From an optimization exercise on the open Yosys and OpenROAD flow, aimed at small area; shortcuts taken in it are not production practice.
Only simulation tests tie the RTL to the original design; equivalence was not proved.
The flow treats the clock pin as an ideal source, which a real chip does not have.
No activity file was given, so power comes from the tool's default toggle rates.

==> 04-20 <==
## watch
module watch
(
	input mclk,
	input b0,
	input b1,
	input b2,
	input reset,
	output [6:0] segMin1,
	output [6:0] segMin2,
	output [6:0] segSec1,
	output [6:0] segSec2,
	output [6:0] segmil1,
	output [6:0] segmil2,
	output [3:0] led
);
wire run;      
wire pe1;      
wire rst;      
wire runX;     
wire pe1X;     
wire pe2X;     
wire clr;      
buttonStateMachine bsm(.mclk(mclk), .b0(b0), .b1(b1), .b2(b2), .reset(reset),
	.run(run), .pe1(pe1), .rst(rst), .runX(runX), .pe1X(pe1X), .pe2X(pe2X), .clr(clr));
wire [22:0] t;    
timer gettimer(.mclk(mclk), .clr(clr), .run(runX), .pe1(pe1X), .t(t));
ledbar ledb(.mclk(mclk), .reset(rst), .run(run), .pe1(pe1), .led(led));
seg7Display seg(.mclk(mclk), .clr(clr), .run(runX), .pe2(pe2X), .t(t),
	.minHigh(segMin1), .minLow(segMin2), .secHigh(segSec1), .secLow(segSec2),
	.milHigh(segmil1), .milLow(segmil2));
endmodule
==> module buttonStateMachine, before the edit <==
module buttonStateMachine
(
	input mclk,
	input b0,
	input b1,
	input b2,
	input reset,
	output run,
	output pe1,
	output rst,
	output runX,
	output pe1X,
	output pe2X,
	output clr
);
reg r0, r1, r2, r3;      
reg [3:0] c0, c1, c2;    
reg runR;
assign rst = ~r2;
assign clr = ~(r2 & r3);
wire pe0X = ~c0[3] & c0[2];
assign pe1X = ~c1[3] & c1[2];
assign pe2X = ~c2[3] & c2[2];
assign pe1 = ~c1[2] & c1[1];
assign run = r3 & (runR ^ pe0X);
assign runX = runR;
always @(posedge mclk)
begin
	r0 <= reset;
	r1 <= r0;
	r2 <= r1;
	r3 <= r2;
	c0 <= {c0[2], c0[1], c0[0] & ~clr, b0};
	c1 <= {c1[2], c1[1], c1[0] & ~clr, b1};
	c2 <= {c2[2], c2[1], c2[0] & ~clr, b2};
	runR <= run & r2;
end
endmodule
clock: 12.0 ns
lec_check: 0
cap_margin: 20
core_margin: 2
core_utilization: 40
slew_margin: 20
standard.sh (not shown) runs the stock make flow with config.mk's settings and CLKGATE_MAP_FILE= SYNTH_SCRIPT=/design/flow/synth_recipe.tcl, a recipe that flattens the netlist after the stock synthesis.
==> flow/flow/run.sh <==
#!/bin/bash
# The standard layout, with these changes:
#  - the combinational logic of the standard synthesis is mapped again by ABC
#    for area (the standard synthesis maps it for delay at a 12 ps target),
#    with several ABC runs (in two rounds) of which the smallest result is
#    kept; every flip-flop of the standard synthesis is kept as it is, by
#    name and cell type;
#  - the smallest buffer (buf_1) on every input and output port;
#  - a clock tree of clkbuf_4 cells without dummy loads, where a buffer whose
#    flip-flops would see a slow clock edge becomes a clkbuf_8 (clk_fix.tcl).
set -euo pipefail
PORTBUF="BUFFER_PORTS_ARGS=-buffer_cell sky130_fd_sc_hd__buf_1"
CTS="CTS_ARGS=-sink_clustering_enable -repair_clock_nets -dont_use_dummy_load -buf_list sky130_fd_sc_hd__clkbuf_4 -sink_clustering_size 8"
CLKFIX="POST_CTS_TCL=$PWD/flow/clk_fix.tcl"
R=orfs/results/sky130hd/watch/base
LIB=$FLOW_HOME/platforms/sky130hd/lib/sky130_fd_sc_hd__tt_025C_1v80.lib

bash standard.sh "$PORTBUF" synth > standard_synth.log 2>&1

python3 flow/mkmodels.py $LIB cells_comb.v dont_use.txt > mkmodels.log 2>&1
cp $R/1_2_yosys.v 1_2_yosys_standard.v

remap() {  # remap NAME ABC-SCRIPT INPUT-NETLIST
  cat > remap_$1.ys <<EOS
read_verilog cells_comb.v
read_liberty -lib -ignore_redef $LIB
read_verilog $3
hierarchy -top $FLOW_TOP
flatten
opt_clean -purge
techmap
opt -fast
abc -script $2 -liberty $LIB $(cat dont_use.txt)
opt_clean -purge
stat -liberty $LIB
write_verilog -noattr -noexpr remap_$1.v
EOS
  yosys -l remap_$1.log -s remap_$1.ys > /dev/null 2>&1 || true
}

pick() {  # pick PREFIX: the smallest remap_PREFIX*.v so far
  best=""; bestarea=""
  for log in remap_$1*.log; do
    n=${log#remap_}; n=${n%.log}
    a=$(grep "Chip area" $log | tail -1 | awk '{print $NF}')
    [[ -n "$a" && -s remap_$n.v ]] || continue
    echo "$n $a" >> remap_areas.txt
    if [[ -z "$best" ]] || python3 -c "import sys; sys.exit(0 if $a < $bestarea else 1)"; then best=$n; bestarea=$a; fi
  done
}

# round 1: from the standard synthesis
printf 'strash\ndch -f\namap\n' > abc_amap.script
remap r1amap abc_amap.script 1_2_yosys_standard.v &
for S in 1 2 3 4 5 6 7 8 9 10 11; do
  printf 'strash\n&get -n\n&deepsyn -T 40 -S %d\n&put\nstrash\ndc2\ndch -f\namap\n' $S > abc_deep$S.script
  remap r1deep$S abc_deep$S.script 1_2_yosys_standard.v &
  if (( S % 4 == 3 )); then wait; fi
done
wait
pick r1
echo "round 1: $best $bestarea" >> remap_areas.txt
cp remap_$best.v round1_best.v

# round 2: again from the best of round 1
for S in 1 2 3 4; do
  remap r2deep$S abc_deep$S.script round1_best.v &
done
wait
pick r
echo "chosen: $best $bestarea" >> remap_areas.txt
cp remap_$best.v $R/1_2_yosys.v
touch $R/1_2_yosys.v

bash standard.sh "$PORTBUF" "$CTS" "$CLKFIX" finish > standard_finish.log 2>&1
==> flow/flow/clk_fix.tcl <==
estimate_parasitics -placement
set fixed 0
foreach inst [get_cells clkbuf_*] {
  if { [get_property $inst ref_name] ne "sky130_fd_sc_hd__clkbuf_4" } { continue }
  set net [get_nets -of_objects [get_pins [get_name $inst]/X]]
  set mx 0
  foreach p [get_pins -of_objects $net -filter "direction==input"] {
    set s [get_property $p slew_max]
    if { $s > $mx } { set mx $s }
  }
  puts "clk_fix: [get_name $inst] max sink slew $mx"
  if { $mx > 0.100 } {
    replace_cell $inst sky130_fd_sc_hd__clkbuf_8
    incr fixed
  }
}
puts "clk_fix: upsized $fixed clock buffers"
if { $fixed > 0 } {
  detailed_placement
  check_placement -verbose
  estimate_parasitics -placement
}
Other scripts of this flow, unchanged in this note and not shown: flow/flow/mkmodels.py
==> 05-13 (differences from 04-20) <==
--- a/flow/design.v
+++ b/flow/design.v
@@ -163,7 +163,7 @@
 );
-reg r0, r1, r2, r3;      
+reg r0, r1, r2, r3;
 reg [3:0] c0, c1, c2;    
 reg runR;
-assign rst = ~r2;
-assign clr = ~(r2 & r3);
+assign rst = r2;
+assign clr = r2 | r3;
 wire pe0X = ~c0[3] & c0[2];
@@ -172,3 +172,3 @@
 assign pe1 = ~c1[2] & c1[1];
-assign run = r3 & (runR ^ pe0X);
+assign run = ~r3 & (runR ^ pe0X);
 assign runX = runR;
@@ -176,3 +176,3 @@
 begin
-	r0 <= reset;
+	r0 <= ~reset;
 	r1 <= r0;
@@ -183,3 +183,3 @@
 	c2 <= {c2[2], c2[1], c2[0] & ~clr, b2};
-	runR <= run & r2;
+	runR <= run & ~r2;
 end
==> flow/flow/run.sh (replaced) <==
#!/bin/bash
# The standard layout, with these changes:
#  - the combinational logic of the standard synthesis is mapped again by ABC
#    for area (the standard synthesis maps it for delay at a 12 ps target),
#    with several ABC runs of which the smallest result is kept; every
#    flip-flop of the standard synthesis is kept as it is, by name and cell
#    type;
#  - the smallest buffer (buf_1) on every input and output port;
#  - a clock tree of clkbuf_4 cells without dummy loads.
set -euo pipefail
PORTBUF="BUFFER_PORTS_ARGS=-buffer_cell sky130_fd_sc_hd__buf_1"
CTS="CTS_ARGS=-sink_clustering_enable -repair_clock_nets -dont_use_dummy_load -buf_list sky130_fd_sc_hd__clkbuf_4 -sink_clustering_size 8"
R=orfs/results/sky130hd/watch/base
LIB=$FLOW_HOME/platforms/sky130hd/lib/sky130_fd_sc_hd__tt_025C_1v80.lib

bash standard.sh "$PORTBUF" synth > standard_synth.log 2>&1

python3 flow/mkmodels.py $LIB cells_comb.v dont_use.txt > mkmodels.log 2>&1
cp $R/1_2_yosys.v 1_2_yosys_standard.v

remap() {  # remap NAME ABC-SCRIPT
  cat > remap_$1.ys <<EOS
read_verilog cells_comb.v
read_liberty -lib -ignore_redef $LIB
read_verilog 1_2_yosys_standard.v
hierarchy -top $FLOW_TOP
flatten
opt_clean -purge
techmap
opt -fast
abc -script $2 -liberty $LIB $(cat dont_use.txt)
opt_clean -purge
stat -liberty $LIB
write_verilog -noattr -noexpr remap_$1.v
EOS
  yosys -l remap_$1.log -s remap_$1.ys > /dev/null 2>&1 || true
}

printf 'strash\ndch -f\namap\n' > abc_amap.script
remap amap abc_amap.script &
for S in 1 2 3 4 5 6 7; do
  printf 'strash\n&get -n\n&deepsyn -T 20 -S %d\n&put\nstrash\ndc2\ndch -f\namap\n' $S > abc_deep$S.script
  remap deep$S abc_deep$S.script &
  if (( S % 4 == 3 )); then wait; fi
done
wait

best=""; bestarea=""
for log in remap_*.log; do
  n=${log#remap_}; n=${n%.log}
  a=$(grep "Chip area" $log | tail -1 | awk '{print $NF}')
  [[ -n "$a" && -s remap_$n.v ]] || continue
  echo "$n $a" >> remap_areas.txt
  if [[ -z "$best" ]] || python3 -c "import sys; sys.exit(0 if $a < $bestarea else 1)"; then best=$n; bestarea=$a; fi
done
echo "chosen: $best $bestarea" >> remap_areas.txt
cp remap_$best.v $R/1_2_yosys.v
touch $R/1_2_yosys.v

bash standard.sh "$PORTBUF" "$CTS" finish > standard_finish.log 2>&1
removed: flow/flow/clk_fix.tcl
==> 07-18 (differences from 04-20) <==
--- a/flow/design.v
+++ b/flow/design.v
@@ -163,7 +163,7 @@
 );
-reg r0, r1, r2, r3;      
+reg r0, r1, r2, r3;
 reg [3:0] c0, c1, c2;    
 reg runR;
-assign rst = ~r2;
-assign clr = ~(r2 & r3);
+assign rst = r2;
+assign clr = r2 | r3;
 wire pe0X = ~c0[3] & c0[2];
@@ -172,3 +172,3 @@
 assign pe1 = ~c1[2] & c1[1];
-assign run = r3 & (runR ^ pe0X);
+assign run = ~r3 & (runR ^ pe0X);
 assign runX = runR;
@@ -176,3 +176,3 @@
 begin
-	r0 <= reset;
+	r0 <= ~reset;
 	r1 <= r0;
@@ -183,3 +183,3 @@
 	c2 <= {c2[2], c2[1], c2[0] & ~clr, b2};
-	runR <= run & r2;
+	runR <= run & ~r2;
 end
==> flow/flow/run.sh (replaced) <==
#!/bin/bash
# The standard layout, with these changes:
#  - the combinational logic of the standard synthesis is mapped again by ABC
#    for area (the standard synthesis maps it for delay at a 12 ps target),
#    with several ABC runs of which the smallest result is kept; every
#    flip-flop of the standard synthesis is kept as it is, by name and cell
#    type;
#  - the smallest buffer (buf_1) on every input and output port;
#  - a clock tree of clkbuf_4 cells without dummy loads.
set -euo pipefail
PORTBUF="BUFFER_PORTS_ARGS=-buffer_cell sky130_fd_sc_hd__buf_1"
CTS="CTS_ARGS=-sink_clustering_enable -repair_clock_nets -dont_use_dummy_load -buf_list sky130_fd_sc_hd__clkbuf_4 -sink_clustering_size 12"
R=orfs/results/sky130hd/watch/base
LIB=$FLOW_HOME/platforms/sky130hd/lib/sky130_fd_sc_hd__tt_025C_1v80.lib

bash standard.sh "$PORTBUF" synth > standard_synth.log 2>&1

python3 flow/mkmodels.py $LIB cells_comb.v dont_use.txt > mkmodels.log 2>&1
cp $R/1_2_yosys.v 1_2_yosys_standard.v

remap() {  # remap NAME ABC-SCRIPT
  cat > remap_$1.ys <<EOS
read_verilog cells_comb.v
read_liberty -lib -ignore_redef $LIB
read_verilog 1_2_yosys_standard.v
hierarchy -top $FLOW_TOP
flatten
opt_clean -purge
techmap
opt -fast
abc -script $2 -liberty $LIB $(cat dont_use.txt)
opt_clean -purge
stat -liberty $LIB
write_verilog -noattr -noexpr remap_$1.v
EOS
  yosys -l remap_$1.log -s remap_$1.ys > /dev/null 2>&1 || true
}

printf 'strash\ndch -f\namap\n' > abc_amap.script
remap amap abc_amap.script &
for S in 1 2 3 4 5 6 7 8 9 10 11; do
  printf 'strash\n&get -n\n&deepsyn -T 50 -S %d\n&put\nstrash\ndc2\ndch -f\namap\n' $S > abc_deep$S.script
  remap deep$S abc_deep$S.script &
  if (( S % 4 == 3 )); then wait; fi
done
wait

best=""; bestarea=""
for log in remap_*.log; do
  n=${log#remap_}; n=${n%.log}
  a=$(grep "Chip area" $log | tail -1 | awk '{print $NF}')
  [[ -n "$a" && -s remap_$n.v ]] || continue
  echo "$n $a" >> remap_areas.txt
  if [[ -z "$best" ]] || python3 -c "import sys; sys.exit(0 if $a < $bestarea else 1)"; then best=$n; bestarea=$a; fi
done
echo "chosen: $best $bestarea" >> remap_areas.txt
cp remap_$best.v $R/1_2_yosys.v
touch $R/1_2_yosys.v

bash standard.sh "$PORTBUF" "$CTS" finish > standard_finish.log 2>&1
removed: flow/flow/clk_fix.tcl
==> notes <==
Against 07-18, the global-route usage of 05-13 is higher by 0.14 points.
The lowest hold slack belongs to 07-18, the highest to 05-13.
In count of clock-buffer cells in the layout, 04-20 and 07-18 do not differ.
Against 04-20, the critical path depth of 05-13 is higher by 3.
Between 05-13 and 07-18, the lower via count is in 07-18 (gap about 4%, measured against 07-18).
In combinational power, 05-13 and 07-18 hardly differ.
Between 04-20 and 05-13, the lower maximum frequency is in 05-13 (gap about 1%, measured against 05-13).
==> figures <==
| quantity | 04-20 | 07-18 | 05-13 |
|---|---|---|---|
| Core footprint | 7330 um^2 | 7330 um^2 | 7610 um^2 |
| Placed standard-cell area | 3390 um^2 | 3380 um^2 | 3410 um^2 |
| Buffers & Inverters on Critical Path | 5 | 4 | 6 |
| Worst-case setup slack after placement | 6.10 ns | 6.24 ns | 6.02 ns |
| Final worst-path setup slack | 5.73 ns | 5.85 ns | 5.66 ns |
| Crit path DAT | 3.87 ns | 3.75 ns | 3.94 ns |
| Aggregate routed wire length | 5710 um | 5360 um | 5580 um |
| Max Clock Skew | 0.0238 ns | 0.0274 ns | 0.0219 ns |
| Share of the final layout cell area in multi-input gates | 31.9% | 31.5% | 32.7% |
| Gates resized, CTS repair | - | 0 | 0 |
| Status | complete, no violations | complete, no violations | complete, no violations |
| TAP cells | 99 | 99 | 102 |
| Max VDD drop | 93.4 uV | 72.3 uV | 75.9 uV |
| Effective utilization at floorplan | 42.0% | 41.9% | 40.6% |
| Maximum fanout encountered on the critical timing path | 18 | 20 | 21 |

separate check: timing with driven ports:
In the flow no input, the clock included, has a driving cell. The finished layouts below were timed again as built, in two steps. Step 1: set_driving_cell puts a clkbuf_16 on mclk and a buf_2 on each other input, an assumption about the parent block. Step 2, shift: input delay + t, output delay - t, t = (earliest + latest rising clock arrival at the registers) / 2. This alone moves slack from input paths to output paths. Three values: ideal ports, drivers, drivers and shift; two values: the first two.
run	t (ns)	setup WS [ns]	latest minus earliest clock arrival (ns)	slew at the worst register clock pin (ns)	worst data-port slew with drivers (ns)
04-20	0.360	5.725 / 5.699 / 6.059	0.024 / 0.024	0.09 / 0.09	0.03
05-13	0.419	5.661 / 5.635 / 6.054	0.022 / 0.022	0.12 / 0.12	0.03
07-18	0.394	5.849 / 5.823 / 6.218	0.028 / 0.027	0.11 / 0.11	0.03
After both steps every run listed still meets setup and hold.
